What follows belongs to an exercise in optimizing a design on an open flow for small area, a short achievable clock period and few clock cycles; a production flow would make more cautious choices. Function was checked by simulation only, so behaviour that the tests miss may differ from the original. Power and IR drop assume default switching activity.

<file path="flow/config.mk">
export PLATFORM = sky130hd
export DESIGN_NAME = JAM
export DESIGN_NICKNAME = JAM
export VERILOG_FILES = /design/flow/design.v
export SDC_FILE = /design/flow/constraint.sdc
export NUM_CORES = 4
export LEC_CHECK = 0
export CAP_MARGIN = 20
export CORE_MARGIN = 2
export CORE_UTILIZATION = 40
export PLACE_DENSITY = 0.6
export SETUP_SLACK_MARGIN = 1.2
export SLEW_MARGIN = 20
</file>
<file path="flow/constraint.sdc">
create_clock -name core_clock -period 4.5 [get_ports {CLK}]
set_input_delay 0.9000 -clock core_clock [delete_from_list [all_inputs] [get_ports {CLK}]]
set_output_delay 0.9000 -clock core_clock [all_outputs]
set_load 0.01 [all_outputs]
</file>
<file path="flow/design.v">
module JAM (
    input CLK,
    input RST,
    output [2:0] W,
    output [2:0] J,
    input [6:0] Cost,
    output [3:0] MatchCount,
    output [9:0] MinCost,
    output Valid
);
    localparam [3:0] P1 = 4'd0, CH = 4'd1, PU = 4'd2, HI = 4'd4, HB = 4'd5,
                     HA = 4'd6, HS = 4'd7, HW = 4'd8, HU = 4'd9, DI = 4'd10, DFS = 4'd11,
                     FIN = 4'd12, DONE = 4'd13;
    reg [3:0]  ph;
    reg [5:0]  t;           
    reg [5:0]  tq;          
    reg        p2m;         
    reg        qv;          
    reg        sv;          
    reg [7:0]  Creg;        
    reg        pend;        
    reg [6:0]  rmin;        
    reg [6:0]  u [0:7];     
    reg [7:0]  v [0:7];     
    reg [63:0] tm;          
    reg [9:0]  lb0;         
    reg [2:0]  mr [0:7];    
    reg [2:0]  mc [0:7];    
    reg [7:0]  rm;          
    reg [7:0]  cm;          
    reg [7:0]  Sm;          
    reg [7:0]  Tm;          
    reg [2:0]  par [0:7];   
    reg [2:0]  jc;          
    reg [7:0]  dl;          
    reg        sfirst;      
    reg [3:0]  cnt;
    reg [7:0]  Trow;        
    reg        f4v;         
    reg        qv2;         
    assign Valid = (ph == DONE);
    assign MinCost = lb0;
    assign MatchCount = cnt;
    wire [2:0] hi = t[5:3];
    wire [2:0] lo = t[2:0];
    assign W = hi;
    assign J = lo;
    integer i, a, b, x, y, g1, g2, h2, h3, g4, h4, g6, h7;
    function [2:0] lowest;
        input [7:0] m;
        begin
            casez (m)
                8'b???????1: lowest = 3'd0;
                8'b??????10: lowest = 3'd1;
                8'b?????100: lowest = 3'd2;
                8'b????1000: lowest = 3'd3;
                8'b???10000: lowest = 3'd4;
                8'b??100000: lowest = 3'd5;
                8'b?1000000: lowest = 3'd6;
                default:     lowest = 3'd7;
            endcase
        end
    endfunction
    wire       indfs = (ph == DFS);
    wire       inhs = (ph == HS);
    wire [2:0] k = hi;
    wire [2:0] j = lo;
    wire       inhu = (ph == HU);
    wire [6:0] ur = u[hi];                           
    wire [7:0] vr = v[lo];                           
    wire [8:0] redn = {2'b0, Cost} - {2'b0, ur} - {vr[7], vr};
    wire [2:0] qhi = tq[5:3];
    wire [2:0] qlo = tq[2:0];
    wire       qfirst = (qlo == 3'd0);
    wire       qlast  = (qlo == 3'd7);
    wire       vlt = qfirst || Creg[6:0] < rmin;
    wire       veq = !qfirst && Creg[6:0] == rmin;
    wire [6:0] vmin = vlt ? Creg[6:0] : rmin;
    wire [7:0] qbit = 8'd1 << qlo;
    wire [7:0] tbn = vlt ? qbit : veq ? (Trow | qbit) : Trow;
    wire [7:0] gfc = tbn & ~cm;                      
    reg  [7:0] color;
    always @(*) begin
        color = (ph == CH) ? tbn : tm[63:56];
        for (g1 = 0; g1 < 7; g1 = g1 + 1) color = color | tm[8*g1 +: 8];
    end
    wire [7:0] need = ~color;
    reg  [7:0] nsm;         
    reg  [7:0] sadd;        
    reg  [2:0] parn [0:7];
    reg  [7:0] colm;
    always @(*) begin
        nsm = 8'd0;
        for (g2 = 0; g2 < 8; g2 = g2 + 1) if (Sm[g2]) nsm = nsm | tm[8*g2 +: 8];
        for (h2 = 0; h2 < 8; h2 = h2 + 1) begin
            for (g2 = 0; g2 < 8; g2 = g2 + 1) colm[g2] = Sm[g2] & tm[8*g2 + h2];
            parn[h2] = lowest(colm);
        end
    end
    wire [7:0] newT = nsm & ~Tm;
    wire [7:0] fh = newT & ~cm;
    always @(*) begin
        sadd = 8'd0;
        for (h3 = 0; h3 < 8; h3 = h3 + 1) if (newT[h3]) sadd = sadd | (8'd1 << mc[h3]);
    end
    wire [2:0] pi = par[jc];
    wire [7:0] ntm = ~Tm;
    wire [7:0] sj = ntm & (8'hfe << lo);
    wire [7:0] si = Sm & (8'hfe << hi);
    reg [63:0] sxn;         
    reg [63:0] nsxt;        
    always @(*) begin
        for (g4 = 0; g4 < 8; g4 = g4 + 1)
            for (h4 = 0; h4 < 8; h4 = h4 + 1) begin
                sxn[8*g4 + h4] = Sm[g4] & ~Tm[h4];
                nsxt[8*g4 + h4] = ~Sm[g4] & Tm[h4];
            end
    end
    wire [7:0] su = Sm & ~(8'd1 << hi);             
    wire [7:0] tu = Tm & ~(8'd1 << lo);
    wire [7:0] used = Tm;
    wire [2:0] PL = jc;
    wire       PLv = sfirst;
    wire [6:0] lastf = Sm[6:0];
    wire [15:0] M4 = {cm, rm};    
    wire [11:0] qr = {dl, rmin[3:0]};    
    wire [3:0] pc = Creg[3:0];    
    wire       leaf = (k == 3'd7);
    wire [7:0] jbit = 8'd1 << j;
    wire [7:0] usedn = used | jbit;
    wire [2:0] kp1 = k + 3'd1;
    wire [7:0] Tk1 = tm[{kp1, 3'd0} +: 8];
    reg  [7:0] colany;
    reg        drow;
    always @(*) begin
        colany = 8'd0;
        drow = 1'b0;
        for (g6 = 0; g6 < 8; g6 = g6 + 1)
            if (g6 >= k) begin
                colany = colany | tm[8*g6 +: 8];
                if ((tm[8*g6 +: 8] & ~used) == 8'd0) drow = 1'b1;
            end
    end
    wire       dead = drow || ((~used & ~colany) != 8'd0);
    wire [7:0] m0 = Trow & ~used & (8'hfe << j);
    wire       st_v = (m0 != 8'd0);
    wire [2:0] st_j = lowest(m0);
    wire [7:0] d0 = Tk1 & ~usedn;
    wire       d0v = (d0 != 8'd0);
    wire       bulk = (k == 3'd3);
    wire       desc = !dead && !leaf && !bulk && d0v;
    wire       stay = !dead && st_v;
    wire       lcnt = !dead && leaf;
    reg  [7:0] fs [0:3];    
    reg  [7:0] rest;
    reg [15:0] M4n;         
    always @(*) begin
        rest = ~usedn;
        for (x = 0; x < 4; x = x + 1) begin
            for (y = 0; y < 8; y = y + 1) fs[x][y] = rest[y] && ((rest & ~(8'hff << y)) == 8'd0);
            rest = rest & ~fs[x];
        end
        for (x = 0; x < 4; x = x + 1)
            for (y = 0; y < 4; y = y + 1)
                M4n[4*x + y] = |(tm[8*(4+x) +: 8] & fs[y]);
    end
    function [2:0] perm3;
        input [15:0] m;
        input [1:0] s;
        reg [1:0] p, q, r;
        reg [5:0] tt;
        begin
            p = (s == 2'd0) ? 2'd1 : 2'd0;
            q = (s <= 2'd1) ? 2'd2 : 2'd1;
            r = (s == 2'd3) ? 2'd2 : 2'd3;
            tt[0] = m[4+p] & m[8+q] & m[12+r];
            tt[1] = m[4+p] & m[8+r] & m[12+q];
            tt[2] = m[4+q] & m[8+p] & m[12+r];
            tt[3] = m[4+q] & m[8+r] & m[12+p];
            tt[4] = m[4+r] & m[8+p] & m[12+q];
            tt[5] = m[4+r] & m[8+q] & m[12+p];
            perm3 = ({2'd0, tt[0]} + {2'd0, tt[1]} + {2'd0, tt[2]}) +
                    ({2'd0, tt[3]} + {2'd0, tt[4]} + {2'd0, tt[5]});
        end
    endfunction
    wire [2:0] q0 = M4[0] ? perm3(M4, 2'd0) : 3'd0;
    wire [2:0] q1 = M4[1] ? perm3(M4, 2'd1) : 3'd0;
    wire [2:0] q2 = M4[2] ? perm3(M4, 2'd2) : 3'd0;
    wire [2:0] q3 = M4[3] ? perm3(M4, 2'd3) : 3'd0;
    wire [3:0] p4 = ({1'b0, qr[2:0]} + {1'b0, qr[5:3]}) + ({1'b0, qr[8:6]} + {1'b0, qr[11:9]});
    wire [7:0] openl = {1'b0, ~lastf} & ~(8'hff << PL);    
    reg  [2:0] pl2;
    always @(*) begin
        pl2 = 3'd0;
        for (a = 0; a < 7; a = a + 1) if (openl[a]) pl2 = a;
    end
    reg  [7:0] keep;        
    always @(*) begin
        for (b = 0; b < 8; b = b + 1) keep[b] = used[b] && (par[b] < PL);
    end
    wire [2:0] pj = mc[PL];
    always @(posedge CLK or posedge RST) begin
        if (RST) begin
            ph <= P1;
            t <= 6'd0;
            qv <= 1'b0;
        end else begin
            qv <= (ph == P1);
            case (ph)
                P1: begin
                    t <= t + 6'd1;
                    if (t == 6'd63) ph <= CH;
                end
                CH, PU: begin
                    if (need != 8'd0) begin
                        ph <= HS;
                        t <= {3'd0, lowest(need)};
                    end else ph <= HI;
                end
                HI: ph <= (rm == 8'hff) ? DI : HB;
                HB: begin
                    if (fh != 8'd0) ph <= HA;
                    else if (newT == 8'd0) begin
                        ph <= HS;
                        t <= {lowest(Sm), lowest(ntm)};
                    end
                end
                HA: if (!rm[pi]) ph <= ((rm | (8'd1 << pi)) == 8'hff) ? DI : HB;
                HS: begin
                    if (sj != 8'd0) t <= {hi, lowest(sj)};
                    else if (si != 8'd0) t <= {lowest(si), lowest(ntm)};
                    else ph <= HW;
                end
                HW: begin
                    ph <= p2m ? PU : HU;
                    t <= p2m ? {3'd0, lowest(ntm)} : {lowest(Sm), lowest(Tm)};
                end
                HU: begin
                    t <= {lowest(su), lowest(tu)};
                    if (su == 8'd0 && tu == 8'd0) ph <= HB;
                end
                DI: begin
                    ph <= DFS;
                    t <= {3'd0, lowest(tm[7:0])};
                end
                DFS: begin
                    if (desc) t <= {kp1, lowest(d0)};
                    else if (stay) t <= {k, st_j};
                    else if (!PLv) ph <= (f4v || qv2 || (!dead && bulk)) ? FIN : DONE;
                    else t <= {PL, pj};
                end
                FIN: if (!f4v && !qv2) ph <= DONE;
                default: ;
            endcase
        end
    end
    always @(posedge CLK) begin
        Creg <= (indfs || ph == FIN || ph == DI) ? {4'd0, qv2 ? p4 : 4'd0} :
                inhs ? redn[7:0] : {1'b0, Cost};
        tq <= t;
        sv <= inhs;
        pend <= qv && qlast;
        if (pend) lb0 <= lb0 + {3'd0, rmin};
        if (qv) begin
            rmin <= vmin;
            Trow <= tbn;
            begin
                if (qhi == 3'd0) v[qlo] <= 8'd0;
                if (tq == 6'd0) begin
                    lb0 <= 10'd0;
                    rm <= 8'd0;
                    cm <= 8'd0;
                end
                if (qlast) begin
                    u[qhi] <= vmin;
                    tm[8*qhi +: 8] <= tbn;
                    if (gfc != 8'd0) begin
                        mr[qhi] <= lowest(gfc);
                        mc[lowest(gfc)] <= qhi;
                        rm[qhi] <= 1'b1;
                        cm[lowest(gfc)] <= 1'b1;
                    end
                end
            end
        end
        case (ph)
            CH, PU: begin
                Sm <= 8'hff;
                Tm <= ~(8'd1 << lowest(need));
                sfirst <= 1'b1;
                p2m <= 1'b1;
                if (ph == PU) begin
                    v[lo] <= vr + dl;
                    lb0 <= lb0 + {2'd0, dl};
                end
            end
            HI: begin
                Sm <= ~rm;
                Tm <= 8'd0;
                p2m <= 1'b0;
            end
            HB: begin
                for (h7 = 0; h7 < 8; h7 = h7 + 1) if (newT[h7]) par[h7] <= parn[h7];
                jc <= lowest(fh);
                Tm <= Tm | newT;
                Sm <= Sm | sadd;
                sfirst <= 1'b1;
            end
            HA: begin
                mr[pi] <= jc;
                mc[jc] <= pi;
                rm[pi] <= 1'b1;
                cm[jc] <= 1'b1;
                jc <= mr[pi];
                Sm <= ~(rm | (8'd1 << pi));
                Tm <= 8'd0;
            end
            HU: begin
                if (Sm[hi]) u[hi] <= ur + dl[6:0];
                if (Tm[lo]) v[lo] <= vr - dl;
                lb0 <= lb0 + (Sm[hi] ? {2'd0, dl} : 10'd0) - (Tm[lo] ? {2'd0, dl} : 10'd0);
                Sm <= (su == 8'd0 && tu == 8'd0) ? ~rm : su;
                Tm <= (su == 8'd0 && tu == 8'd0) ? 8'd0 : tu;
            end
            default: ;
        endcase
        if (sv) begin
            if (sfirst || Creg < dl) begin
                dl <= Creg;
                sfirst <= 1'b0;
            end
            tm <= (((sfirst || Creg < dl) ? (tm & ~sxn) : tm) | ((sfirst || Creg <= dl) ? (64'd1 << tq) : 64'd0))
                  & ~((ph == HW) ? nsxt : 64'd0);
        end
        if (indfs) {cm, rm} <= M4n;
        f4v <= indfs && !dead && bulk;
        if (indfs || ph == FIN) {dl, rmin[3:0]} <= {q3, q2, q1, q0};
        qv2 <= f4v;
        case (ph)
            DI: begin
                cnt <= 4'd0;
                Tm <= 8'd0;
                sfirst <= 1'b0;
                Trow <= tm[7:0];
            end
            DFS: begin
                cnt <= cnt + pc + {3'd0, lcnt};
                if (desc) begin
                    par[j] <= k;
                    mc[k] <= st_j;
                    Sm[k] <= !st_v;
                    if (st_v) begin
                        jc <= k;
                        sfirst <= 1'b1;
                    end
                    Tm <= usedn;
                    Trow <= Tk1;
                end else if (!stay) begin
                    Trow <= tm[{PL, 3'd0} +: 8];
                    Tm <= keep;
                    jc <= pl2;
                    sfirst <= (openl != 8'd0);
                end
            end
            FIN: cnt <= cnt + pc;
            default: ;
        endcase
    end
endmodule
</file>
<file path="flow/run.sh">
#!/bin/bash
# synth_recipe.tcl (not shown) runs the flow's synth.tcl, then flattens the netlist and writes it again
# the make line also repeats each setting of config.mk as NAME=value (left out here)
make -C /OpenROAD-flow-scripts/flow DESIGN_CONFIG=/design/flow/config.mk WORK_HOME=/design/flow/orfs CLKGATE_MAP_FILE= SYNTH_SCRIPT=/design/flow/synth_recipe.tcl finish
</file>
==> metrics.yaml, run 1 <==
run_status:
  outcome: "timing/DRC/antenna clean"
detailed_routing:
  drt_iter0_markers: 5487
  wl_per_cell_um: 32.9
  ant_nets: 0
  viasPerCell: 6.95
  totalWireLength_mm: 163
  vias: 34400
  drc: 0
  dr.pass1.iters: 10
timing:
  final_hold_viol_count: 0
  period_share_pct: 88.9
  rsz0062_at_grt: "yes"
  max_slew_margin_pct: 24.1
  final.min_clock_period_ns: 4.00
  slew_violations: 0
  max_slew.worst_pin.slew_ns: 1.14
  clock_skew_ns: 0.0587
  finalSetupTns_ns: 0
  fmax_ghz: 0.250
  hold_slack_ns: 0.359
  setup_viol: 0
yosys:
  synth.yosys.seq_area_share_pct: 32.6
  synth_edf_count: 276
  netlist_instances: 3590
  synth_area_um2: 30700
  ys_types: 102
  synthesis.nets: 3769
  avgSynthCellArea_um2: 8.54
  synth-seq-cells: 359
  synth-main-ff-cell: "edfxtp_1"
  yosys_warnings: 3
  ys_async_sr_fraction_pct: 3.06
clock_network:
  tritoncts: "built"
  hold_buffers: 0
  clock_latency_ns: 0.65
  cts_made_buffers: 46
  cts_sinks: 359
  clockBufferDepth: 3
  clkTransAtPathRegs_ns: 0.07
  h-tree-depth: 2
  clockRootBuffer: "clkbuf_16"
grt:
  grt_max_degree: 73
  grt_overflow: 0
  grt_pass1_wl_mm: 227
  grt_pass1_vias: 31400
  antenna_found_initial: 8
  grt.total_usage_pct: 39.9
critical_path:
  arrival_ns: 4.53
  worst_setup_path_end_kind: "register"
  path_max_fanout: 9
  crit_type: "register to register"
  critPathRequiredTime_ns: 5.03
  startpoint_type: "register"
worst_hold_path:
  holdCritPathClass: "register to register"
floorplanning:
  coreArea_um2: 75900
  io_pins: 30
  die_area_um2: 78900
  die_y_um: 281
  rows: 101
  start_util_pct: 40.4
  die_width_um: 281
cells_and_area:
  nets: 4061
  fin_area_um2: 40000
  post_route_cells_drive_above_1_share_pct: 27.8
  syn2layout_area_growth_pct: 30.5
  final_util_pct: 52.7
  fillers: 6947
place:
  post-dp-hpwl_mm: 118
  numPortBuffers: 29
  place_congestion: 1.12
  placed_area_um2: 34100
power:
  p_leak_uw: 0.0152
  peakVddDrop_v: 0.000276
  p_per_area_nw_per_um2: 279
run:
  maxCapViolations: 0
## what timing repair did
| action | in CTS | in global routing |
|---|---|---|
| buffers inserted | 96 | 74 |
| endpoints found under the setup margin | 318 | 372 |
| cloned | 4 | 2 |
| resized for setup | 348 | 257 |
| pin swaps | 87 | 101 |
## cells by family after synthesis
family / synth area share, %
flip-flops: 32.6
XOR/XNOR: 1.71
adder cells (fa/ha/maj): 7.87
buffers and inverters: 5.93
multiplexers: 7.13
AO/OA/AOI/OAI: 27.6
AND/OR/NAND/NOR: 17.1
## worst paths after layout
check	start	end	slack, ns	depth (start not counted)
max	tm[25]	ph[2]	0.50	11
max reg2reg	tm[25]	ph[2]	0.50	11
min	f4v	qv2	0.36	0
max in group asynchronous	RST	t[3]	3.35	2
min in group asynchronous	RST	t[5]	0.65	2
min reg2reg	f4v	qv2	0.36	0
## worst max-delay path, stage by stage, from the launching register on
cell       delay [ns]
edfxtp_1         0.64
a22oi_1          0.42
nand4b_1         0.22
o21ai_1          0.65
o221ai_1         0.27
nand2b_1         0.21
or3_1            0.49
o2111ai_1        0.23
a2111o_1         0.24
buf_4            0.17
a21oi_1          0.06
a221o_1          0.29
## final cells by class
| class | instances | area [um2] | share of cell area [%] |
|---|---|---|---|
| clock buffer | 47 | 1150 | 2.89 |
| tap | 1030 | 1290 | 3.22 |
| inverter | 168 | 679 | 1.70 |
| multi-input combinational | 2768 | 21400 | 53.6 |
| clock inverter | 38 | 514 | 1.29 |
| sequential | 359 | 10000 | 25.1 |
| timing repair buffer | 539 | 4870 | 12.2 |
| antenna | 5 | 12.5 | 0.0313 |
## cell usage in the layout, fill, tap and decap left out, types with 95 or more instances in the layout
master and n:
inv_1 149, nand3_1 107, ha_1 107, nand2_1 337, buf_4 396, a22oi_1 107
nor2_1 236, a221oi_1 95, edfxtp_1 276, a21oi_1 278, o21ai_0 221
## where the power goes
part / switching, uW / internal, uW / leakage, uW
sequential: 476 / 3800 / 0.00307
combinational: 1430 / 1300 / 0.0113
clock: 1730 / 2430 / 0.000805
## cell usage after synthesis (31+ instances only)
cell        n  share of area, %
nand4_1    31              0.63
mux2i_1    80               2.6
buf_1      32              0.39
nand2b_1   46              0.94
nor3_1     69               1.1
mux4_2     44               3.2
a22oi_1   113               2.8
clkbuf_1  227               2.8
ha_1      132               5.4
a31oi_1    31              0.63
fa_1       38               2.5
and3_1     37              0.76
o22ai_1    44              0.90
nor2b_1    37              0.76
a22o_1     36               1.0
dfxtp_1    72               4.7
inv_1     161               2.0
edfxtp_1  276                27
nand3_1   115               1.9
a221oi_1  105               3.0
xnor2_1    48               1.4
nand2_1   365               4.5
a21oi_1   311               5.1
nor2_1    287               3.5
o21ai_0   280               4.6
## flip-flops by register name, summed over array words and instances (netlist names), 3 cells and up
register  flops
t             6
rm            8
mr           24
Tm            8
jc            3
lb0          10
Sm            8
v            64
u            56
cnt           4
ph            4
tm           64
par          24
Trow          8
cm            8
mc           24
tq            6
Creg          8
dl            8
rmin          7
## per-layer routing
metal	routed length, um	part of all wire (%)	track usage (%)	up-vias
met2	66300	41	57.6	2848
met1	59400	36	50.3	16400
li1	-	-	-	14200
met4	14500	8.9	25.9	16
met3	22200	14	13.9	871
met5	410	0.25	0.938	-
## through the flow
| step | total power [uW] | worst slack, ns | instances |
|---|---|---|---|
| finish | 11200 | 0.498 | 4954 |
| global route | 11500 | 0.519 | 4950 |
| CTS | 10900 | 0.614 | 4873 |
| detailed placement | 6500 | 0.236 | 4688 |
| global placement | 6470 | 0.233 | 4688 |
| floorplan | 5700 | 0.813 | 3590 |
Testbench counts, summed over its fixed seeds: cycles 4,791.
==> inputs of run 2 (changes only) <==
--- a/flow/config.mk
+++ b/flow/config.mk
@@ -9,5 +9,5 @@
 export CORE_MARGIN = 2
 export CORE_UTILIZATION = 40
 export PLACE_DENSITY = 0.6
-export SETUP_SLACK_MARGIN = 1.2
+export SETUP_SLACK_MARGIN = 0.5
 export SLEW_MARGIN = 20
==> metrics.yaml, run 2 <==
yosys:
  synthMostInstantiatedCell: "nand2_1"
  synth.largest_area_cell: "edfxtp_1"
  avgSynthCellArea_um2: 8.54  # unchanged
  synth-seq-cells: 359  # unchanged
  synth_common_cells: "nand2_1 (365), a21oi_1 (311), nor2_1 (287)"
  ys_top_cells_by_area: "edfxtp_1 (27%), ha_1 (5.4%), a21oi_1 (5.1%), dfxtp_1 (4.7%), o21ai_0 (4.6%)"
  ys_async_sr_fraction_pct: 3.06  # unchanged
  synth_edf_count: 276  # unchanged
  synth_area_um2: 30700  # unchanged
  synth.yosys.seq_area_share_pct: 32.6  # unchanged
  synth_top_area_share_pct: 27.0  # unchanged
  ys_types: 102  # unchanged
  synth-main-ff-cell: "edfxtp_1"
  synthesis.nets: 3769  # unchanged
  yosys_warnings: 3  # unchanged
  netlist_instances: 3590  # unchanged
place:
  numPortBuffers: 29  # unchanged
  place_ws_ns: 0.200  # -0.0362 ns
  post-dp-hpwl_mm: 120  # +1.7%
  dp_cells: 4674  # -0.30%
  place_congestion: 1.14  # +1.6%
detailed_routing:
  totalWireLength_mm: 158  # -2.8%
  viasPerCell: 6.91  # -0.52%
  ant_nets: 0  # unchanged
  drc: 0  # unchanged
  drt_iter0_markers: 5538  # +0.93%
  vias: 33100  # -3.7%
  dr.pass1.iters: 9  # -1
  wl_per_cell_um: 33.0  # +0.37%
critical_path:
  worst_setup_path_end_kind: "register"
  crit_type: "register to register"
  arrival_ns: 4.55  # +0.02 ns
  startpoint_type: "register"
  path_max_fanout: 21  # +12
  critPathRequiredTime_ns: 5.00  # -0.03 ns
grt:
  grt.total_usage_pct: 39.1  # -0.77 points
  antenna_found_initial: 4  # -4
  grt_max_degree: 87  # +19%
  grt_pass1_wl_mm: 223  # -1.9%
  grt_pass1_vias: 30800  # -1.9%
  grt_overflow: 0  # unchanged
timing:
  max_slew_margin_pct: 29.1  # +5.0 points
  final_hold_viol_count: 0  # unchanged
  clock_skew_ns: 0.0416  # -0.0171 ns
  finalSetupTns_ns: 0  # unchanged
  fmax_ghz: 0.246  # -1.4%
  setup_viol: 0  # unchanged
  period_share_pct: 90.2  # +1.2 points
  hold_slack_ns: 0.341  # -0.0182 ns
  max_slew.worst_pin.slew_ns: 1.06  # -0.0750 ns
  fin_ws_ns: 0.443  # -0.0558 ns
  final.min_clock_period_ns: 4.06  # +0.0558 ns
  rsz0062_at_grt: "yes"
  slew_violations: 0  # unchanged
run:
  maxCapViolations: 0  # unchanged
cells_and_area:
  post_route_cells_drive_above_1_share_pct: 16.8  # -11 points
  multi_input_area_um2: 19200  # -10%
  nets: 3906  # -3.8%
  fillers: 7413  # +6.7%
  fin_cells: 4797  # -3.2%
  syn2layout_area_growth_pct: 17.0
  seq_area_um2: 10000  # -0.17%
  mostFrequentLayoutCells: "nand2_1 (358), buf_4 (343), a21oi_1 (304)"
  final_common_cell: "nand2_1"
  top_regs: "tm (64), v (64), u (56)"
power:
  p_leak_uw: 0.0137  # -9.9%
  peakVddDrop_v: 0.000278  # +0.61%
  power_uw: 10600  # -4.8%
  p_per_area_nw_per_um2: 296  # +6.1%
run_status:
  outcome: "timing/DRC/antenna clean"
worst_hold_path:
  holdCritPathClass: "register to register"
clock_network:
  h-tree-depth: 2  # unchanged
  clockBufferDepth: 3  # unchanged
  clkTransAtPathRegs_ns: 0.07  # about the same
  cts_sinks: 359  # unchanged
  tritoncts: "built"
  clockRootBuffer: "clkbuf_16"
  clock_latency_ns: 0.63  # -0.02 ns
  cts_made_buffers: 46  # unchanged
floorplanning:
  die_width_um: 281  # unchanged
  io_pins: 30  # unchanged
  die_area_um2: 78900  # unchanged
  start_util_pct: 40.4  # unchanged
  rows: 101  # unchanged
  die_y_um: 281  # unchanged
  coreArea_um2: 75900  # unchanged
==> run 2: cell counts after synthesis <==
Identical to the previous run, type by type.
==> run 2: kinds of logic after synthesis <==
kind of cell	Yosys count	share of synthesized area (%)
mux	158	7.13
buf+inv	464	5.93
simple gates	1112	17.1
compound gates	1267	27.6
xor+xnor	60	1.71
flops	359	32.6
fa+ha+maj	170	7.87
==> run 2: path summary, 6_finish.rpt <==
| check | from | to | slack (ns) | depth (start not counted) |
|---|---|---|---|---|
| max in group asynchronous | RST | t[3] | 3.24 | 2 |
| min in group asynchronous | RST | ph[1] | 0.74 | 2 |
| worst min register to register | f4v | qv2 | 0.34 | 0 |
| worst max register to register | Tm[2] | ph[2] | 0.44 | 12 |
| worst max-delay path | Tm[2] | ph[2] | 0.44 | 12 |
| worst min-delay path | f4v | qv2 | 0.34 | 0 |
==> run 2: power by group <==
| part | switching [uW] | internal [uW] | total (uW) |
|---|---|---|---|
| clock | 1680 | 2360 | 4040 |
| combinational | 1220 | 1040 | 2260 |
| sequential | 532 | 3800 | 4330 |
| total | 3420 | 7210 | 10600 |
==> run 2: per-layer routing <==
layer	GRT usage (%)	vias up	wire [um]
li1	-	13900	-
met4	25.5	0	12800
met5	0	-	0
met3	13.5	666	21800
met1	49.9	15900	59400
met2	56.0	2665	64200
==> run 2: what timing repair did <==
item | CTS | global route
resized for setup | 34 | 61
hold buffers | 0 | 0
pin swaps | 2 | 12
gates cloned | 0 | 1
setup endpoints to repair | 125 | 144
setup buffers | 4 | 29
==> run 2: final cells by class <==
cell class | count | share of cell area, %
Antenna cell | 3 | 0.0209
Clock buffer | 50 | 3.25
Clock inverter | 35 | 1.28
Inverter | 168 | 1.77
Multi-Input combinational cell | 2768 | 53.6
Sequential cell | 359 | 28.0
Tap cell | 1030 | 3.59
Timing Repair Buffer | 384 | 8.52
==> run 2: worst max-delay path, cell delays in order (launching register included) <==
cell	delay, ns
dfxtp_1	0.58
buf_4	0.45
inv_1	0.38
a22o_1	0.31
a221oi_1	0.39
nand4_1	0.17
and4_4	0.25
and3_4	0.20
and2_4	0.23
buf_12	0.14
a2111o_1	0.33
a21o_1	0.17
a221o_1	0.34
==> run 2: metrics by stage <==
stage / utilization, % / area [um2]
final: 47.2 / 35900
after CTS: 46.6 / 35400
after global placement: 44.2 / 33600
after detailed placement: 44.2 / 33600
after floorplan: - / 30700
after global routing: 47.2 / 35900
==> inputs of run 3 (changes only) <==
--- a/flow/config.mk
+++ b/flow/config.mk
@@ -7,7 +7,7 @@
 export LEC_CHECK = 0
 export CAP_MARGIN = 20
 export CORE_MARGIN = 2
-export CORE_UTILIZATION = 40
-export PLACE_DENSITY = 0.6
-export SETUP_SLACK_MARGIN = 0.5
+export CORE_UTILIZATION = 55
+export PLACE_DENSITY = 0.7
+export SETUP_SLACK_MARGIN = 0.3
 export SLEW_MARGIN = 20
==> metrics.yaml, run 3 <==
yosys:
  synth.yosys.seq_area_share_pct: 32.6  # unchanged
  synthesis.nets: 3769  # unchanged
  ys_async_sr_fraction_pct: 3.06  # unchanged
  ys_top_cells_by_area: "edfxtp_1 (27%), ha_1 (5.4%), a21oi_1 (5.1%), dfxtp_1 (4.7%), o21ai_0 (4.6%)"
  synth_compound_area_share_pct: 27.6  # unchanged
  yosys_warnings: 3  # unchanged
  muxShareOfSynthArea_pct: 7.13  # unchanged
  synth_top_family_by_area: "compound AO/OA/AOI/OAI gates"
  yosys.area_share.adder_pct: 7.87  # unchanged
  ys_types: 102  # unchanged
  synthMostInstantiatedCell: "nand2_1"
  synth.largest_area_cell: "edfxtp_1"
  synth_edf_count: 276  # unchanged
  synth-main-ff-cell: "edfxtp_1"
  yosys.area_share.simple_pct: 17.1  # unchanged
  synth_common_cells: "nand2_1 (365), a21oi_1 (311), nor2_1 (287)"
  avgSynthCellArea_um2: 8.54  # unchanged
  synth-seq-cells: 359  # unchanged
  synth_top_area_share_pct: 27.0  # unchanged
  synthXorXnorAreaFrac_pct: 1.71  # unchanged
  netlist_instances: 3590  # unchanged
  synth_area_um2: 30700  # unchanged
power:
  p_per_area_nw_per_um2: 293  # -1.3%
  peakVddDrop_v: 0.000452  # +63%
  internal-power_uw: 6810  # -5.5%
  p_leak_uw: 0.0134  # -1.8%
  p_seq_share_pct: 41.8  # +1.0 points
  p_sw_share_pct: 33.6  # +1.3 points
  combPwrFrac_pct: 23.5  # +2.3 points
  pwr-share-clk_pct: 34.6  # -3.4 points
  p_switching_uw: 3440  # +0.40%
timing:
  final.min_clock_period_ns: 4.31  # +0.257 ns
  finalSetupTns_ns: 0  # unchanged
  slew_violations: 0  # unchanged
  period_share_pct: 95.9  # +5.7 points
  max_slew.worst_pin.slew_ns: 1.22  # +0.160 ns
  rsz0062_at_grt: "yes"
  final_hold_viol_count: 0  # unchanged
  fmax_ghz: 0.232  # -6.0%
  clock_skew_ns: 0.0487  # +0.00705 ns
  max_slew_margin_pct: 17.6  # -12 points
  setup_viol: 0  # unchanged
critical_path:
  critPathTopFamily: "compound AO/OA/AOI/OAI gates"
  path_cells: "buf_12, buf_4, a22oi_1, a41o_1, o21ai_0, or3_1, o2111ai_1, a2111o_1, buf_4, a21oi_1, a221o_1"
  arrival_ns: 4.81  # +0.26 ns
  reg2reg_slack_ns: 0.19  # -0.26 ns
  crit_type: "register to register"
  critPathMaxStageDelay_ns: 0.86  # +0.28 ns
  crit_buf_inv: 3  # unchanged
  worst_setup_path_end_kind: "register"
  startpoint_type: "register"
  critPathSlowestCell: "a22oi_1"
  critPathRequiredTime_ns: 5.00  # about the same
  path_max_fanout: 27  # +29%
  critPathMostFrequentCell: "buf_4"
detailed_routing:
  ant_nets: 0  # unchanged
  drt_iter0_markers: 7072  # +28%
  drc: 0  # unchanged
  wl_per_cell_um: 36.0  # +9.1%
  dr.pass1.iters: 8  # -1
  totalWireLength_mm: 162  # +2.1%
  viasPerCell: 7.88  # +14%
  vias: 35400  # +6.8%
grt:
  grt.met3_usage_pct: 24.2  # +11 points
  antenna_found_initial: 18  # +14
  grtUsageMet1_pct: 66.5  # +17 points
  grt_max_degree: 117  # +34%
  grt_pass1_wl_mm: 229  # +2.7%
  grt_overflow: 0  # unchanged
  gr-max-usage-layer: "met2"
  grt_pass1_vias: 33000  # +7.3%
  grtUsageMet2_pct: 77.5  # +22 points
  grt.total_usage_pct: 55.1  # +16 points
clock_network:
  tritoncts: "built"
  clockBufferDepth: 3  # unchanged
  hold_buffers: 0  # unchanged
  clock_latency_ns: 0.63  # about the same
  cts_sinks: 359  # unchanged
  clockRootBuffer: "clkbuf_16"
  clkTransAtPathRegs_ns: 0.07  # about the same
  h-tree-depth: 2  # unchanged
  cts_made_buffers: 42  # -8.7%
floorplanning:
  io_pins: 30  # unchanged
  coreArea_um2: 55100  # -27%
  die_y_um: 240  # -15%
  die_width_um: 240  # -15%
  start_util_pct: 55.6  # +15 points
  die_area_um2: 57600  # -27%
  rows: 86  # -15%
cells_and_area:
  multi_input_area_um2: 19100  # -0.75%
  fillers: 4524  # -39%
  top_regs: "tm (64), v (64), u (56)"
  post_route_cells_drive_above_1_share_pct: 15.5  # -1.2 points
  nets: 3882  # -0.61%
  final_common_cell: "nand2_1"
  mostFrequentLayoutCells: "nand2_1 (362), buf_4 (321), a21oi_1 (305)"
  fin_area_um2: 35000  # -2.4%
  seq_area_um2: 10000  # about the same
  syn2layout_area_growth_pct: 14.3
place:
  post-dp-hpwl_mm: 119  # -0.86%
  place_congestion: 1.11  # -2.4%
  placed_area_um2: 33300  # -0.89%
  numPortBuffers: 29  # unchanged
run_status:
  outcome: "timing/DRC/antenna clean"
worst_hold_path:
  holdCritPathClass: "register to register"
run:
  maxCapViolations: 0  # unchanged
==> run 3: power groups by stage <==
stage | sequential (uW) | clock (uW) | combinational (uW)
finish | 4290 | 3550 | 2410
global route | 4290 | 3600 | 2580
floorplan | 4050 | 0 | 1610
CTS | 4250 | 3490 | 2290
detailed placement | 4310 | 0 | 2240
global placement | 4290 | 0 | 2110
==> run 3: cell type report <==
type,count,share of cell area (%)
Antenna cell,7,0.0500
Timing Repair Buffer,365,8.44
Tap cell,748,2.67
Multi-Input combinational cell,2767,54.5
Inverter,168,1.81
Clock inverter,26,0.754
Clock buffer,51,3.15
Sequential cell,359,28.6
==> run 3: per-layer routing <==
layer / wire length (um) / vias up
met5: 230 / -
met4: 16200 / 22
met3: 28300 / 1168
met2: 63700 / 3794
met1: 53100 / 16500
li1: - / 13900
==> run 3: what timing repair did <==
item,in CTS,in global routing
setup buffers,0,11
pin swaps,0,4
gates resized for setup,5,56
setup endpoints to repair,15,151
cloned,0,0
==> run 3: cell families (layout without fill, tap and decap cells) <==
kind of cell / after synthesis / in the layout
AO/OA/AOI/OAI: 1267 / 1267
XOR/XNOR: 60 / 60
adder cells (fa/ha/maj): 170 / 170
buffers and inverters: 464 / 610
flip-flops: 359 / 359
multiplexers: 158 / 158
other: 0 / 7
AND/OR/NAND/NOR: 1112 / 1112
==> run 3: per-stage QoR <==
stage	std cells	util, %	hold slack, ns	power (uW)	worst slack [ns]
3_5_place_dp	4396	60.4	0.339	6550	0.196
4_1_cts	4473	63.0	0.375	10000	0.263
3_3_place_gp	4396	60.4	0.339	6410	0.281
2_1_floorplan	3590	-	0.331	5660	0.327
5_1_grt	4487	63.6	0.378	10500	0.221
6_report	4491	63.6	0.368	10200	0.186
==> run 3: worst paths after layout <==
| kind | cells past startpoint | to | startpoint |
|---|---|---|---|
| max | 11 | ph[2] | Sm[2] |
| min | 0 | qv2 | f4v |
| max reg2reg | 11 | ph[2] | Sm[2] |
| min reg2reg | 0 | qv2 | f4v |
| max in group asynchronous | 2 | t[3] | RST |
| min in group asynchronous | 2 | qv | RST |
==> run 3: worst reg2reg max path: cells and delay by family, from the launching register on <==
family / cells / cell delay [ns]
DFF: 1 / 0.34
and+or+nand+nor: 1 / 0.58
AOI/OAI and AO/OA: 7 / 2.60
buffers and inverters: 3 / 0.69
==> inputs of run 4 (changes only) <==
--- a/flow/design.v
+++ b/flow/design.v
@@ -104,6 +104,7 @@
         for (h3 = 0; h3 < 8; h3 = h3 + 1) if (newT[h3]) sadd = sadd | (8'd1 << mc[h3]);
     end
     wire [2:0] pi = par[jc];
+    wire       gofs = (ph == HI && rm == 8'hff) || (ph == HA && !rm[pi] && (rm | (8'd1 << pi)) == 8'hff);
     wire [7:0] ntm = ~Tm;
     wire [7:0] sj = ntm & (8'hfe << lo);
     wire [7:0] si = Sm & (8'hfe << hi);
@@ -217,7 +218,10 @@
                         t <= {3'd0, lowest(need)};
                     end else ph <= HI;
                 end
-                HI: ph <= (rm == 8'hff) ? DI : HB;
+                HI: begin
+                    ph <= gofs ? DFS : HB;
+                    t <= {3'd0, lowest(tm[7:0])};
+                end
                 HB: begin
                     if (fh != 8'd0) ph <= HA;
                     else if (newT == 8'd0) begin
@@ -225,7 +229,10 @@
                         t <= {lowest(Sm), lowest(ntm)};
                     end
                 end
-                HA: if (!rm[pi]) ph <= ((rm | (8'd1 << pi)) == 8'hff) ? DI : HB;
+                HA: if (!rm[pi]) begin
+                    ph <= gofs ? DFS : HB;
+                    t <= {3'd0, lowest(tm[7:0])};
+                end
                 HS: begin
                     if (sj != 8'd0) t <= {hi, lowest(sj)};
                     else if (si != 8'd0) t <= {lowest(si), lowest(ntm)};
@@ -239,10 +246,6 @@
                     t <= {lowest(su), lowest(tu)};
                     if (su == 8'd0 && tu == 8'd0) ph <= HB;
                 end
-                DI: begin
-                    ph <= DFS;
-                    t <= {3'd0, lowest(tm[7:0])};
-                end
                 DFS: begin
                     if (desc) t <= {kp1, lowest(d0)};
                     else if (stay) t <= {k, st_j};
@@ -255,7 +258,7 @@
         end
     end
     always @(posedge CLK) begin
-        Creg <= (indfs || ph == FIN || ph == DI) ? {4'd0, qv2 ? p4 : 4'd0} :
+        Creg <= (indfs || ph == FIN || gofs) ? {4'd0, qv2 ? p4 : 4'd0} :
                 inhs ? redn[7:0] : {1'b0, Cost};
         tq <= t;
         sv <= inhs;
@@ -332,17 +335,17 @@
             tm <= (((sfirst || Creg < dl) ? (tm & ~sxn) : tm) | ((sfirst || Creg <= dl) ? (64'd1 << tq) : 64'd0))
                   & ~((ph == HW) ? nsxt : 64'd0);
         end
+        if (gofs) begin
+            cnt <= 4'd0;
+            Tm <= 8'd0;
+            sfirst <= 1'b0;
+            Trow <= tm[7:0];
+        end
         if (indfs) {cm, rm} <= M4n;
         f4v <= indfs && !dead && bulk;
         if (indfs || ph == FIN) {dl, rmin[3:0]} <= {q3, q2, q1, q0};
         qv2 <= f4v;
         case (ph)
-            DI: begin
-                cnt <= 4'd0;
-                Tm <= 8'd0;
-                sfirst <= 1'b0;
-                Trow <= tm[7:0];
-            end
             DFS: begin
                 cnt <= cnt + pc + {3'd0, lcnt};
                 if (desc) begin
--- a/flow/config.mk
+++ b/flow/config.mk
@@ -7,7 +7,7 @@
 export LEC_CHECK = 0
 export CAP_MARGIN = 20
 export CORE_MARGIN = 2
-export CORE_UTILIZATION = 55
-export PLACE_DENSITY = 0.7
-export SETUP_SLACK_MARGIN = 0.3
+export CORE_UTILIZATION = 40
+export PLACE_DENSITY = 0.6
+export SETUP_SLACK_MARGIN = 0.5
 export SLEW_MARGIN = 20
==> metrics.yaml, run 4 <==
place:
  place_ws_ns: 0.155  # -0.0414 ns
  numPortBuffers: 29  # unchanged
  post-dp-hpwl_mm: 120  # +0.82%
  place_congestion: 1.10  # -0.49%
yosys:
  synth_top_area_share_pct: 26.6  # -0.47 points
  synthMostInstantiatedCell: "nand2_1"
  ys_top_cells_by_area: "edfxtp_1 (27%), ha_1 (5.3%), a21oi_1 (5.1%), nand2_1 (4.8%), dfxtp_1 (4.6%)"
  synth.yosys.seq_area_share_pct: 32.1  # -0.57 points
  synth_common_cells: "nand2_1 (398), nor2_1 (343), a21oi_1 (315)"
  synthesis.nets: 3849  # +2.1%
  netlist_instances: 3669  # +2.2%
  synth.largest_area_cell: "edfxtp_1"
  ys_types: 111  # +8.8%
  yosys_warnings: 3  # unchanged
  synth_edf_count: 276  # unchanged
  avgSynthCellArea_um2: 8.50  # -0.42%
  synth-seq-cells: 359  # unchanged
  synth-main-ff-cell: "edfxtp_1"
  ys_async_sr_fraction_pct: 3.06  # unchanged
  synth_area_um2: 31200  # +1.8%
clock_network:
  clockBufferDepth: 3  # unchanged
  cts_made_buffers: 43  # +2.4%
  cts_sinks: 359  # unchanged
  clock_latency_ns: 0.63  # about the same
  hold_buffers: 0  # unchanged
  clockRootBuffer: "clkbuf_16"
  clkTransAtPathRegs_ns: 0.07  # about the same
  tritoncts: "built"
  h-tree-depth: 2  # unchanged
detailed_routing:
  drt_iter0_markers: 5073  # -28%
  dr.pass1.iters: 7  # -1
  vias: 33400  # -5.5%
  totalWireLength_mm: 161  # -0.51%
  viasPerCell: 6.91  # -12%
  drc: 0  # unchanged
  ant_nets: 0  # unchanged
  wl_per_cell_um: 33.2  # -7.6%
grt:
  grt.total_usage_pct: 38.5  # -17 points
  grt_pass1_wl_mm: 226  # -1.2%
  grt_max_degree: 82  # -30%
  grt_overflow: 0  # unchanged
  antenna_found_initial: 14  # -4
  grt_pass1_vias: 31000  # -6.1%
timing:
  final.min_clock_period_ns: 3.99  # -0.326 ns
  clock_skew_ns: 0.0335  # -0.0152 ns
  slew_violations: 0  # unchanged
  finalSetupTns_ns: 0  # unchanged
  fmax_ghz: 0.251  # +8.2%
  fin_ws_ns: 0.512  # +0.326 ns
  period_share_pct: 88.6  # -7.3 points
  max_slew_margin_pct: 31.2  # +14 points
  setup_viol: 0  # unchanged
  rsz0062_at_grt: "yes"
  hold_slack_ns: 0.373  # +0.00469 ns
  max_slew.worst_pin.slew_ns: 1.02  # -0.198 ns
  final_hold_viol_count: 0  # unchanged
critical_path:
  r2r_start: "ph[1]"
  reg2reg_to: "t[3]"
  crit_type: "register to register"
  worst_setup_path_end_kind: "register"
  startpoint_type: "register"
  r2r_cells: 9  # -2
  critPathRequiredTime_ns: 5.00  # about the same
  path_max_fanout: 8  # -70%
  arrival_ns: 4.48  # -0.33 ns
  reg2reg_slack_ns: 0.51  # +0.33 ns
cells_and_area:
  nets: 3933  # +1.3%
  mostFrequentLayoutCells: "nand2_1 (395), nor2_1 (339), a21oi_1 (301)"
  final_common_cell: "nand2_1"
  post_route_cells_drive_above_1_share_pct: 15.9  # +0.37 points
  top_regs: "tm (64), v (64), u (56)"
  syn2layout_area_growth_pct: 15.7
  final_util_pct: 46.7  # -17 points
power:
  p_seq_share_pct: 41.2  # -0.6 points
  pwr-share-clk_pct: 35.7  # +1.1 points
  internal-power_uw: 7040  # +3.4%
  p_leak_uw: 0.0135  # +0.77%
  combPwrFrac_pct: 23.1  # -0.4 points
  p_switching_uw: 3470  # +0.99%
  p_sw_share_pct: 33.0  # -0.52 points
  p_per_area_nw_per_um2: 291  # -0.44%
  peakVddDrop_v: 0.000324  # -28%
run:
  maxCapViolations: 0  # unchanged
floorplanning:
  io_pins: 30  # unchanged
  start_util_pct: 40.3  # -15 points
  rows: 102  # +19%
  coreArea_um2: 77300  # +40%
  die_y_um: 283  # +18%
  die_width_um: 283  # +18%
  die_area_um2: 80200  # +39%
worst_hold_path:
  min_to: "qv2"
  min_from: "f4v"
  holdCritPathClass: "register to register"
  whs_path_depth: 0  # unchanged
run_status:
  outcome: "timing/DRC/antenna clean"
## run 4: cell families after synthesis
group / share of synthesized area [%]
mux: 8.13
xor+xnor: 1.71
flops: 32.1
simple gates: 18.0
compound gates: 26.1
buf+inv: 6.12
fa+ha+maj: 7.84
## run 4: power by group through the flow
stage	clock, uW	combinational [uW]	sequential [uW]
floorplan	0	1730	4040
global placement	0	2220	4370
detailed placement	0	2230	4370
CTS	3750	2270	4300
global route	3860	2670	4340
finish	3750	2430	4330
## run 4: worst max path at each step
| stage | startpoint | endpoint | slack [ns] |
|---|---|---|---|
| after floorplan | t[3] | mc[2][0] | 0.51 |
| after CTS | t[1] | lb0[8] | 0.51 |
| final | ph[1] | t[3] | 0.51 |
| after detailed placement | rmin[2] | cm[1] | 0.15 |
| after global placement | rmin[2] | t[3] | 0.23 |
| after global routing | t[3] | t[1] | 0.44 |
## run 4: cell type report
type	instances	area (um2)
clock inverter	24	287
sequential	359	10000
multi-input combinational	2828	19800
antenna	8	20.0
fill	7598	41300
clock buffer	56	1160
timing repair buffer	347	2850
tap	1040	1300
inverter	174	658
## run 4: worst max-delay path, cell delays in order, from the launching register on
cell and delay, ns:
dfrtp_1 0.50, nor4b_4 0.81, o211ai_1 0.45, a311o_1 0.43
o21ai_1 0.23, nor3_1 0.19, a2111o_1 0.49, a311oi_4 0.44
nor2_1 0.07, a21oi_1 0.25
## run 4: through the flow
| stage | total power [uW] | cell area (um2) | cells |
|---|---|---|---|
| finish | 10500 | 36100 | 4836 |
| floorplan | 5770 | 31200 | 3669 |
| global placement | 6600 | 33800 | 4716 |
| global route | 10900 | 36100 | 4829 |
| detailed placement | 6600 | 33800 | 4716 |
| CTS | 10300 | 35400 | 4797 |
## run 4: metal layers
layer / share of wire (%) / routed length, um / vias to the layer above / GRT usage [%]
li1: - / - / 14000 / -
met1: 37 / 59800 / 16100 / 48.8
met2: 41 / 66000 / 2629 / 55.9
met5: 0.027 / 43 / - / 0
met4: 8.8 / 14100 / 8 / 27.0
met3: 13 / 20800 / 750 / 11.4
## run 4: repair_timing
item                       4_1_cts  5_1_grt
pin swaps                        4       15
setup buffers                    1       29
setup endpoints to repair      128      147
cloned                           0        2
resized for setup               33       80
Testbench counts of run 4, summed over its fixed seeds: cycles 4,759.
==> inputs of run 5 (changes only) <==
--- a/flow/config.mk
+++ b/flow/config.mk
@@ -9,5 +9,5 @@
 export CORE_MARGIN = 2
 export CORE_UTILIZATION = 40
 export PLACE_DENSITY = 0.6
-export SETUP_SLACK_MARGIN = 0.5
+export SETUP_SLACK_MARGIN = 0.65
 export SLEW_MARGIN = 20
==> metrics.yaml, run 5 <==
run_status:
  outcome: "timing/DRC/antenna clean"
yosys:
  yosys_warnings: 3  # unchanged
  synthMostInstantiatedCell: "nand2_1"
  synth.largest_area_cell: "edfxtp_1"
  synthesis.nets: 3849  # unchanged
  synth_common_cells: "nand2_1 (398), nor2_1 (343), a21oi_1 (315)"
  ys_types: 111  # unchanged
  synth-seq-cells: 359  # unchanged
  synth_top_area_share_pct: 26.6  # unchanged
  synth-main-ff-cell: "edfxtp_1"
  avgSynthCellArea_um2: 8.50  # unchanged
  ys_async_sr_fraction_pct: 3.06  # unchanged
  synth_area_um2: 31200  # unchanged
  ys_top_cells_by_area: "edfxtp_1 (27%), ha_1 (5.3%), a21oi_1 (5.1%), nand2_1 (4.8%), dfxtp_1 (4.6%)"
  synth_edf_count: 276  # unchanged
  synth.yosys.seq_area_share_pct: 32.1  # unchanged
  netlist_instances: 3669  # unchanged
clock_network:
  cts_sinks: 359  # unchanged
  hold_buffers: 0  # unchanged
  cts_made_buffers: 44  # +2.3%
  tritoncts: "built"
  clock_latency_ns: 0.62  # about the same
  clockRootBuffer: "clkbuf_16"
  clkTransAtPathRegs_ns: 0.06  # about the same
  h-tree-depth: 2  # unchanged
  clockBufferDepth: 3  # unchanged
cells_and_area:
  fin_area_um2: 36800  # +1.9%
  post_route_cells_drive_above_1_share_pct: 17.9  # +2.0 points
  top_regs: "tm (64), v (64), u (56)"
  final_util_pct: 47.6  # +0.90 points
  syn2layout_area_growth_pct: 17.9
  final_common_cell: "nand2_1"
  mostFrequentLayoutCells: "nand2_1 (392), nor2_1 (338), buf_4 (317)"
  nets: 3959  # +0.66%
place:
  place_congestion: 1.09  # -1.7%
  numPortBuffers: 29  # unchanged
  post-dp-hpwl_mm: 122  # +1.7%
  placed_area_um2: 33900  # about the same
power:
  peakVddDrop_v: 0.000275  # -15%
  p_leak_uw: 0.0138  # +2.1%
  p_per_area_nw_per_um2: 296  # +1.6%
grt:
  grt.total_usage_pct: 38.5  # +0.062 points
  grt_pass1_vias: 30500  # -1.7%
  grt_max_degree: 84  # +2.4%
  grt_overflow: 0  # unchanged
  grt_pass1_wl_mm: 226  # -0.10%
  antenna_found_initial: 9  # -5
detailed_routing:
  drc: 0  # unchanged
  drt_iter0_markers: 4773  # -5.9%
  viasPerCell: 6.85  # -0.98%
  wl_per_cell_um: 33.3  # +0.15%
  dr.pass1.iters: 7  # unchanged
  ant_nets: 0  # unchanged
  vias: 33200  # -0.59%
  totalWireLength_mm: 162  # +0.54%
timing:
  max_slew_margin_pct: 26.8  # -4.4 points
  final_hold_viol_count: 0  # unchanged
  finalSetupTns_ns: 0  # unchanged
  slew_violations: 0  # unchanged
  max_slew.worst_pin.slew_ns: 1.09  # +0.0646 ns
  setup_viol: 0  # unchanged
  rsz0062_at_grt: "yes"
  final.min_clock_period_ns: 3.92  # -0.0679 ns
  fmax_ghz: 0.255  # +1.7%
  period_share_pct: 87.1  # -1.5 points
  clock_skew_ns: 0.0292  # -0.00429 ns
floorplanning:
  rows: 102  # unchanged
  start_util_pct: 40.3  # unchanged
  coreArea_um2: 77300  # unchanged
  io_pins: 30  # unchanged
  die_area_um2: 80200  # unchanged
  die_y_um: 283  # unchanged
  die_width_um: 283  # unchanged
critical_path:
  startpoint_type: "register"
  path_max_fanout: 6  # -2
  crit_type: "register to register"
  worst_setup_path_end_kind: "register"
  r2r_cells: 11  # +2
  critPathRequiredTime_ns: 4.85  # -0.15 ns
  arrival_ns: 4.27  # -0.21 ns
run:
  maxCapViolations: 0  # unchanged
worst_hold_path:
  holdCritPathClass: "register to register"
  whs_path_depth: 0  # unchanged
run 5: changes by cell type in the layout (fill, tap and decap cells not counted), moves of 6 or more:
| cell | change |
|---|---|
| buf_4 | +18 |
| a21oi_1 | -9 |
| o21ai_1 | +9 |
| a21oi_2 | +8 |
| o21ai_0 | -8 |
| a221oi_1 | -7 |
| buf_6 | +7 |
| diode_2 | -7 |
| ha_1 | -6 |
run 5: cells by family (layout without fill, tap and decap cells):
logic type / Yosys count / after routing / synth area share [%]
DFF: 359 / 359 / 32.1
adders and majority gates: 173 / 173 / 7.84
buffers and inverters: 483 / 627 / 6.12
and+or+nand+nor: 1198 / 1198 / 18.0
muxes: 187 / 187 / 8.13
other: 0 / 1 / 0
AOI/OAI and AO/OA: 1208 / 1209 / 26.1
xor gates and xnor gates: 61 / 61 / 1.71
run 5: critical path, cell delays in order, from the launching register on:
cell and delay, ns:
dfrtp_4 0.44, buf_6 0.13, inv_6 0.05, ha_4 0.36
mux4_2 0.55, mux2i_4 0.19, nor2_1 0.11, o41a_4 0.53
nor3b_4 0.20, or3_4 0.39, o31ai_4 0.38, mux2_4 0.33
run 5: layout make-up:
cell class | count | area [um2]
diodes | 1 | 2.50
clock buffers | 50 | 1120
clock inverters | 31 | 428
fillers | 7566 | 40600
inverters | 174 | 664
multi-input cells | 2828 | 20200
flip-flops and latches | 359 | 10000
well taps | 1040 | 1300
repair buffers | 372 | 3070
run 5: metal layers:
layer	part of all wire [%]	routed length (um)	global-route usage, %
met4	8.3	13400	25.2
met2	42	68100	57.5
met3	12	18800	9.69
met1	38	61300	49.4
met5	0.046	75	0
run 5: timing repair:
item	in CTS	in global routing
resized for setup	82	113
setup endpoints to repair	183	170
endpoints found under the hold margin	0	0
pin swaps	9	34
gates cloned	0	3
setup buffers	15	38
run 5: where the power goes:
group	switching, uW	leakage [uW]	total [uW]	internal (uW)
clock	1650	0.000747	3980	2330
sequential	510	0.00307	4310	3800
combinational	1390	0.0100	2590	1200
total	3550	0.0138	10900	7330
run 5: metrics by stage:
step	hold WS, ns	setup WS [ns]	total power [uW]	instances
after global placement	0.352	0.185	6590	4717
after floorplan	0.347	0.557	5770	3669
after CTS	0.370	0.544	10600	4813
final	0.370	0.580	10900	4855
after global routing	0.377	0.533	11300	4854
after detailed placement	0.361	0.137	6620	4717
run 5: worst paths after layout:
path / startpoint / endpoint / slack [ns]
min in group asynchronous: RST / t[0] / 0.67
max: t[3] / mc[2][1] / 0.58
max in group asynchronous: RST / t[3] / 3.36
min reg2reg: f4v / qv2 / 0.37
max reg2reg: t[3] / mc[2][1] / 0.58
min: f4v / qv2 / 0.37
==> inputs of run 6 (changes only) <==
--- a/flow/design.v
+++ b/flow/design.v
@@ -9,7 +9,7 @@
     output Valid
 );
     localparam [3:0] P1 = 4'd0, CH = 4'd1, PU = 4'd2, HI = 4'd4, HB = 4'd5,
-                     HA = 4'd6, HS = 4'd7, HW = 4'd8, HU = 4'd9, DI = 4'd10, DFS = 4'd11,
+                     HA = 4'd6, HS = 4'd7, HU = 4'd9, DI = 4'd10, DFS = 4'd11,
                      FIN = 4'd12, DONE = 4'd13;
     reg [3:0]  ph;
     reg [5:0]  t;           
@@ -117,6 +117,7 @@
                 nsxt[8*g4 + h4] = ~Sm[g4] & Tm[h4];
             end
     end
+    wire [7:0] dle = (sv && (sfirst || Creg < dl)) ? Creg : dl;
     wire [7:0] su = Sm & ~(8'd1 << hi);             
     wire [7:0] tu = Tm & ~(8'd1 << lo);
     wire [7:0] used = Tm;
@@ -125,7 +126,7 @@
     wire [6:0] lastf = Sm[6:0];
     wire [15:0] M4 = {cm, rm};    
     wire [11:0] qr = {dl, rmin[3:0]};    
-    wire [3:0] pc = Creg[3:0];    
+    wire [3:0] pc = qv2 ? p4 : 4'd0;    
     wire       leaf = (k == 3'd7);
     wire [7:0] jbit = 8'd1 << j;
     wire [7:0] usedn = used | jbit;
@@ -236,11 +237,10 @@
                 HS: begin
                     if (sj != 8'd0) t <= {hi, lowest(sj)};
                     else if (si != 8'd0) t <= {lowest(si), lowest(ntm)};
-                    else ph <= HW;
-                end
-                HW: begin
-                    ph <= p2m ? PU : HU;
-                    t <= p2m ? {3'd0, lowest(ntm)} : {lowest(Sm), lowest(Tm)};
+                    else begin
+                        ph <= p2m ? PU : HU;
+                        t <= p2m ? {3'd0, lowest(ntm)} : {lowest(Sm), lowest(Tm)};
+                    end
                 end
                 HU: begin
                     t <= {lowest(su), lowest(tu)};
@@ -249,17 +249,16 @@
                 DFS: begin
                     if (desc) t <= {kp1, lowest(d0)};
                     else if (stay) t <= {k, st_j};
-                    else if (!PLv) ph <= (f4v || qv2 || (!dead && bulk)) ? FIN : DONE;
+                    else if (!PLv) ph <= (f4v || (!dead && bulk)) ? FIN : DONE;
                     else t <= {PL, pj};
                 end
-                FIN: if (!f4v && !qv2) ph <= DONE;
+                FIN: if (!f4v) ph <= DONE;
                 default: ;
             endcase
         end
     end
     always @(posedge CLK) begin
-        Creg <= (indfs || ph == FIN || gofs) ? {4'd0, qv2 ? p4 : 4'd0} :
-                inhs ? redn[7:0] : {1'b0, Cost};
+        Creg <= inhs ? redn[7:0] : {1'b0, Cost};
         tq <= t;
         sv <= inhs;
         pend <= qv && qlast;
@@ -293,8 +292,8 @@
                 sfirst <= 1'b1;
                 p2m <= 1'b1;
                 if (ph == PU) begin
-                    v[lo] <= vr + dl;
-                    lb0 <= lb0 + {2'd0, dl};
+                    v[lo] <= vr + dle;
+                    lb0 <= lb0 + {2'd0, dle};
                 end
             end
             HI: begin
@@ -319,9 +318,9 @@
                 Tm <= 8'd0;
             end
             HU: begin
-                if (Sm[hi]) u[hi] <= ur + dl[6:0];
-                if (Tm[lo]) v[lo] <= vr - dl;
-                lb0 <= lb0 + (Sm[hi] ? {2'd0, dl} : 10'd0) - (Tm[lo] ? {2'd0, dl} : 10'd0);
+                if (Sm[hi]) u[hi] <= ur + dle[6:0];
+                if (Tm[lo]) v[lo] <= vr - dle;
+                lb0 <= lb0 + (Sm[hi] ? {2'd0, dle} : 10'd0) - (Tm[lo] ? {2'd0, dle} : 10'd0);
                 Sm <= (su == 8'd0 && tu == 8'd0) ? ~rm : su;
                 Tm <= (su == 8'd0 && tu == 8'd0) ? 8'd0 : tu;
             end
@@ -333,7 +332,7 @@
                 sfirst <= 1'b0;
             end
             tm <= (((sfirst || Creg < dl) ? (tm & ~sxn) : tm) | ((sfirst || Creg <= dl) ? (64'd1 << tq) : 64'd0))
-                  & ~((ph == HW) ? nsxt : 64'd0);
+                  & ~((ph == HU) ? nsxt : 64'd0);
         end
         if (gofs) begin
             cnt <= 4'd0;
--- a/flow/config.mk
+++ b/flow/config.mk
@@ -9,5 +9,5 @@
 export CORE_MARGIN = 2
 export CORE_UTILIZATION = 40
 export PLACE_DENSITY = 0.6
-export SETUP_SLACK_MARGIN = 0.65
+export SETUP_SLACK_MARGIN = 0.5
 export SLEW_MARGIN = 20
==> metrics.yaml, run 6 <==
run_status:
  outcome: "timing/DRC/antenna clean"
critical_path:
  critPathTopFamily: "compound AO/OA/AOI/OAI gates"
  arrival_ns: 4.71  # +0.44 ns
  path_max_fanout: 8  # +2
  critPathMaxStageDelay_ns: 0.38  # -0.17 ns
  worst_setup_path_end_kind: "register"
  startpoint_type: "register"
  reg2reg_slack_ns: 0.13  # -0.45 ns
  crit_type: "register to register"
  r2r_start: "dl[1]"
  critPathSlowestCell: "edfxtp_1"
  critPathRequiredTime_ns: 4.84  # about the same
  r2r_cells: 23  # +12
  crit_buf_inv: 4  # +2
  path_cells: "inv_1, ha_1, nor2b_1, o21a_1, o21ai_2, a21oi_2, o31ai_4, nand2_4, buf_8, buf_4, nor3_1, a21oi_1, o21ai_0, xnor2_1, ha_1, a21oi_1, o21bai_1, a31oi_1, xor2_1, xnor2_1, xnor2_2, buf_6, nor2_1"
  reg2reg_to: "v[6][7]"
timing:
  max_slew.worst_pin.slew_ns: 1.07  # -0.0160 ns
  hold_slack_ns: 0.396  # +0.0258 ns
  clock_skew_ns: 0.0214  # -0.00778 ns
  setup_viol: 0  # unchanged
  finalSetupTns_ns: 0  # unchanged
  slew_violations: 0  # unchanged
  period_share_pct: 97.0  # +9.9 points
  final.min_clock_period_ns: 4.37  # +0.446 ns
  fmax_ghz: 0.229  # -10%
  rsz0062_at_grt: "yes"
  max_slew_margin_pct: 27.7  # +0.84 points
  final_hold_viol_count: 0  # unchanged
grt:
  grt.total_usage_pct: 37.1  # -1.5 points
  antenna_found_initial: 2  # -7
  grt_pass1_vias: 30500  # +0.20%
  grt_pass1_wl_mm: 220  # -2.7%
  grt_max_degree: 85  # +1.2%
  grt_overflow: 0  # unchanged
power:
  internal-power_uw: 7000  # -4.5%
  p_seq_share_pct: 41.1  # +1.5 points
  p_sw_share_pct: 32.7  # +0.054 points
  p_per_area_nw_per_um2: 282  # -4.7%
  p_switching_uw: 3400  # -4.3%
  combPwrFrac_pct: 22.8  # -1.0 points
  p_leak_uw: 0.0141  # +1.7%
  power_uw: 10400  # -4.4%
  pwr-share-clk_pct: 36.1  # -0.5 points
  peakVddDrop_v: 0.000346  # +26%
floorplanning:
  rows: 102  # unchanged
  coreArea_um2: 77200  # -0.16%
  die_width_um: 283  # -0.13%
  start_util_pct: 40.3  # about the same
  io_pins: 30  # unchanged
  die_y_um: 283  # -0.13%
  die_area_um2: 80000  # -0.26%
detailed_routing:
  wl_per_cell_um: 31.5  # -5.4%
  viasPerCell: 6.72  # -1.9%
  drt_iter0_markers: 5191  # +8.8%
  vias: 33000  # -0.82%
  totalWireLength_mm: 155  # -4.3%
  ant_nets: 0  # unchanged
  dr.pass1.iters: 10  # +3
  drc: 0  # unchanged
worst_hold_path:
  min_from: "f4v"
  whs_path_depth: 0  # unchanged
  holdCritPathClass: "register to register"
  min_to: "qv2"
yosys:
  synth_top_area_share_pct: 26.6  # +0.069 points
  synth_edf_count: 276  # unchanged
  synth-seq-cells: 359  # unchanged
  ys_types: 98  # -12%
  synthesis.nets: 3843  # -0.16%
  synth.largest_area_cell: "edfxtp_1"
  netlist_instances: 3663  # -0.16%
  synth.yosys.seq_area_share_pct: 32.2  # +0.084 points
  ys_async_sr_fraction_pct: 3.06  # unchanged
  yosys_warnings: 3  # unchanged
  synthMostInstantiatedCell: "nand2_1"
  synth_area_um2: 31100  # -0.26%
  synth_common_cells: "nand2_1 (406), nor2_1 (339), a21oi_1 (297)"
  synth-main-ff-cell: "edfxtp_1"
  ys_top_cells_by_area: "edfxtp_1 (27%), ha_1 (5.3%), nand2_1 (4.9%), mux2i_1 (4.8%), a21oi_1 (4.8%)"
  avgSynthCellArea_um2: 8.49  # about the same
cells_and_area:
  final_common_cell: "nand2_1"
  nets: 4008  # +1.2%
  fin_cells: 4908  # +1.1%
  syn2layout_area_growth_pct: 18.6
  seq_area_um2: 10000  # unchanged
  fillers: 7439  # -1.7%
  top_regs: "tm (64), v (64), u (56)"
  mostFrequentLayoutCells: "nand2_1 (399), buf_4 (347), nor2_1 (325)"
  post_route_cells_drive_above_1_share_pct: 18.2  # +0.34 points
  multi_input_area_um2: 20300  # +0.58%
clock_network:
  clock_latency_ns: 0.61  # about the same
  clockRootBuffer: "clkbuf_16"
  tritoncts: "built"
  clockBufferDepth: 3  # unchanged
  h-tree-depth: 2  # unchanged
  clkTransAtPathRegs_ns: 0.07  # about the same
  cts_made_buffers: 45  # +2.3%
  cts_sinks: 359  # unchanged
run:
  maxCapViolations: 0  # unchanged
place:
  place_congestion: 1.11  # +2.0%
  numPortBuffers: 29  # unchanged
  post-dp-hpwl_mm: 116  # -5.1%
  dp_cells: 4774  # +1.2%
## run 6: changes by cell type after synthesis, moves of 13 or more
cell,previous run,this run
mux2i_1,87,150
a22o_1,79,50
o21ai_0,254,283
a21oi_1,315,297
clkbuf_1,243,226
inv_1,162,146
nor2b_1,37,53
mux2_1,13,0
## run 6: per-layer routing
layer	GRT usage (%)	up-vias	share of wire (%)
li1	-	14100	-
met1	50.1	15800	39
met2	53.8	2479	41
met3	9.15	554	13
met4	21.2	0	7.3
met5	0	-	0
## run 6: cell type report
class	count	area share, %
inverter	156	1.63
timing repair buffer	399	8.71
antenna	4	0.0271
clock inverter	27	0.743
multi-input combinational	2867	55.0
clock buffer	56	3.24
sequential	359	27.2
tap	1040	3.53
## run 6: timing repair
action,in CTS,in global routing
hold buffers,0,0
resized for setup,56,124
pin swaps,23,39
setup endpoints to repair,135,204
buffers inserted,25,22
## run 6: worst max-delay path by stage
| stage | from | to | slack, ns | cells past startpoint |
|---|---|---|---|---|
| 2_1_floorplan | dl[1] | lb0[9] | -0.22 | 25 |
| 3_3_place_gp | dl[1] | lb0[9] | 0.07 | 24 |
| 3_5_place_dp | dl[1] | lb0[9] | -0.005 | 22 |
| 4_1_cts | dl[1] | lb0[9] | 0.19 | 25 |
| 5_1_grt | dl[1] | v[5][7] | -0.08 | 23 |
| 6_report | dl[1] | v[6][7] | 0.13 | 23 |
## run 6: power by group through the flow
| stage | clock, uW | sequential [uW] | combinational, uW |
|---|---|---|---|
| 2_1_floorplan | 0 | 4050 | 1540 |
| 3_3_place_gp | 0 | 4310 | 2070 |
| 3_5_place_dp | 0 | 4310 | 2100 |
| 4_1_cts | 3770 | 4250 | 2210 |
| 5_1_grt | 3870 | 4290 | 2610 |
| 6_report | 3750 | 4270 | 2380 |
## run 6: stage by stage
step	utilization (%)	area [um2]	setup slack [ns]
6_report	47.8	36900	0.134
5_1_grt	47.8	36900	-0.0770
4_1_cts	46.8	36100	0.190
3_5_place_dp	44.3	34200	-0.00546
3_3_place_gp	44.3	34200	0.0690
2_1_floorplan	-	31300	-0.219
## run 6: cell families (layout without fill, tap and decap cells)
logic type / after synthesis / count (layout) / share of synthesized area (%)
AO/OA/AOI/OAI: 1192 / 1192 / 25.5
other: 0 / 4 / 0
XOR/XNOR: 62 / 62 / 1.75
buffers and inverters: 437 / 638 / 5.46
AND/OR/NAND/NOR: 1210 / 1210 / 18.1
flip-flops: 359 / 359 / 32.2
adder cells (fa/ha/maj): 172 / 172 / 7.83
multiplexers: 231 / 231 / 9.25
Testbench counts of run 6, summed over its fixed seeds: cycles 4,650.

static timing again, ports no longer ideal:
No port has a modelled driver above. Below, the same layouts with a new extraction and two added sets of constraints. Step 1 (the two cells are an assumption about what drives the block):
set clk [get_ports {CLK}]
set_driving_cell -lib_cell sky130_fd_sc_hd__clkbuf_16 $clk
set_driving_cell -lib_cell sky130_fd_sc_hd__buf_2 [delete_from_list [all_inputs] $clk]
Step 2 times the ports against the registers' clock, not the clock port: input delays grow and output delays shrink by t, the midpoint of the rising clock arrivals with the driver on. Slacks: ideal / step 1 / step 2; pairs: ideal / step 1.
run | shift t [ns] | slack for setup (ns) | worst hold slack (ns)
run 1 | 0.691 | 0.498 / 0.498 / 0.498 | 0.359 / 0.359 / 0.359
run 2 | 0.680 | 0.443 / 0.443 / 0.443 | 0.341 / 0.341 / 0.341
run 3 | 0.672 | 0.186 / 0.186 / 0.186 | 0.368 / 0.368 / 0.368
run 4 | 0.689 | 0.512 / 0.512 / 0.512 | 0.373 / 0.373 / 0.373
run 5 | 0.676 | 0.580 / 0.580 / 0.580 | 0.370 / 0.370 / 0.370
run 6 | 0.675 | 0.134 / 0.134 / 0.134 | 0.396 / 0.396 / 0.396
After both steps every run listed still meets setup and hold.
